This is an optimization exercise on Yosys and OpenROAD, whose aim is small area, a short achievable clock period and few clock cycles per item, not a production implementation. Power and IR drop assume default switching activity.

Setup of job 101:
// fir_top
module fir_top #(
    parameter K  = 8,
    parameter DW = 8,
    parameter CW = 8
)(
    input  wire clk,
    input  wire rst,
    input  wire start,
    input  wire signed [DW-1:0] x_in,
    output wire signed [DW+CW+$clog2(K):0] y_out,
    output wire data_valid
);
Size in the first run: roughly 490 cells after synthesis, ~32 I/O pins, roughly 0.0046 mm² of cells after synthesis.
clock: 6.0 ns
lec_check: 0
cap_margin: 20
core_margin: 2
core_utilization: 55
cts_buf_list: sky130_fd_sc_hd__clkbuf_8
cts_cluster_size: 30
place_density: 0.65
setup_slack_margin: 3.8
slew_margin: 20
synth_hierarchical: 1
standard.sh (not shown) runs the stock make flow with config.mk's settings and CLKGATE_MAP_FILE= SYNTH_SCRIPT=/design/flow/synth_recipe.tcl, a recipe that flattens the netlist after the stock synthesis.
==> flow/flow/run.sh <==
#!/bin/bash
# The standard layout (standard.sh) with these changes:
#  - port buffers are buf_1 cells instead of the flow's default pick
#    (clkdlybuf4s50_1, a slow delay cell);
#  - synthesis is the standard flow's script, except that
#    - Yosys's full/half adder extraction runs only inside the fa_cell and
#      ha_cell modules, so the final adder is left to abc as plain gates (the
#      extracted fa_1/ha_1 cells are slow on its carry path);
#    - the adders use Yosys's default carry-lookahead map, not ORFS's
#      Kogge-Stone one (abc makes them smaller and as fast from it);
#    - abc maps the top module with ORFS's abc_area.script (it builds the
#      final adder from fast NAND gates) and the small cell modules with the
#      default abc_speed.script (which keeps the history muxes as a22o).
#  Registers are untouched.
set -euo pipefail
W=$(pwd)
export BUFFER_PORTS_ARGS="-buffer_cell sky130_fd_sc_hd__buf_1"
sed -e 's|extract_fa {\*}\[dont_use_extract_fa_args\]|extract_fa {*}[dont_use_extract_fa_args] fa_cell ha_cell|' \
    -e 's|"-extra-map \$::env(FLOW_HOME)/platforms/common/lcu_kogge_stone.v"|""|' \
    -e 's|^  log_cmd abc {\*}\$abc_args$|  log_cmd abc {*}$abc_args fir_top %n\n  log_cmd abc {*}[lreplace $abc_args 1 1 $::env(SCRIPTS_DIR)/abc_area.script] fir_top|' \
    "$FLOW_HOME/scripts/synth.tcl" > "$W/flow_synth_core.tcl"
grep -q 'dont_use_extract_fa_args\] fa_cell ha_cell' "$W/flow_synth_core.tcl"
! grep -q 'lcu_kogge_stone' "$W/flow_synth_core.tcl"
grep -q 'abc_area.script\] fir_top' "$W/flow_synth_core.tcl"
sed "s|source \$::env(SCRIPTS_DIR)/synth.tcl|source $W/flow_synth_core.tcl|" synth_recipe.tcl > "$W/flow_synth.tcl"
grep -q "flow_synth_core.tcl" "$W/flow_synth.tcl"
sed "s|SYNTH_SCRIPT=[^ ]*|SYNTH_SCRIPT=$W/flow_synth.tcl|" standard.sh > "$W/flow_standard.sh"
grep -q "SYNTH_SCRIPT=$W/flow_synth.tcl" "$W/flow_standard.sh"
bash "$W/flow_standard.sh" > "$W/standard.log" 2>&1
Input changes introduced in job 102 (baseline for comparison: job 101):
# job 101
export LEC_CHECK = 0
export CAP_MARGIN = 20
export CORE_MARGIN = 2
export CORE_UTILIZATION = 55
export CTS_BUF_LIST = sky130_fd_sc_hd__clkbuf_8
export CTS_CLUSTER_SIZE = 30
export PLACE_DENSITY = 0.65
export SETUP_SLACK_MARGIN = 3.8
export SLEW_MARGIN = 20
export SYNTH_HIERARCHICAL = 1
create_clock -name core_clock -period 6.0 [get_ports {clk}]
# job 102
export LEC_CHECK = 0
export CAP_MARGIN = 20
export CORE_MARGIN = 2
export CORE_UTILIZATION = 65
export CTS_BUF_LIST = sky130_fd_sc_hd__clkbuf_8
export CTS_CLUSTER_SIZE = 30
export PLACE_DENSITY = 0.75
export SETUP_SLACK_MARGIN = 3.8
export SLEW_MARGIN = 20
export SYNTH_HIERARCHICAL = 1
create_clock -name core_clock -period 6.0 [get_ports {clk}]
Notes after the runs:
Diff job 102..job 101 | arrival time of the worst setup path | negligible. Compared to job 101, job 102 has area added between synthesis and finish 2.2 points lower. Net switching fraction of the power (job 102 over job 101): increase, 0.91 points. Between job 101 and job 102, the flow reports routed wire length decreasing slightly.
No functional check of the RTL was part of any run of this note.

[what the ideal ports hide]
The flow's constraints put no driver on any port. The routed layouts listed below were extracted and timed again, unchanged, in two steps. Step 1: set_driving_cell puts a clkbuf_16 on clk and a buf_2 on each other input, an assumption about the parent block. Step 2, shift: input delay + t, output delay - t, t = (earliest + latest rising clock arrival at the registers) / 2. This alone moves slack from input paths to output paths. Three values: ideal ports, drivers, drivers and shift; two values: the first two.
| run | t (ns) | setup WS [ns] | slew at the worst register clock pin (ns) |
|---|---|---|---|
| job 101 | 0.391 | 3.699 / 3.699 / 3.491 | 0.10 / 0.10 |
| job 102 | 0.374 | 3.669 / 3.669 / 3.490 | 0.09 / 0.09 |
After both steps every run listed still meets setup and hold. For job 101, which loses most, drivers alone change the setup slack by 0.000 ns; drivers and shift together by -0.208 ns.
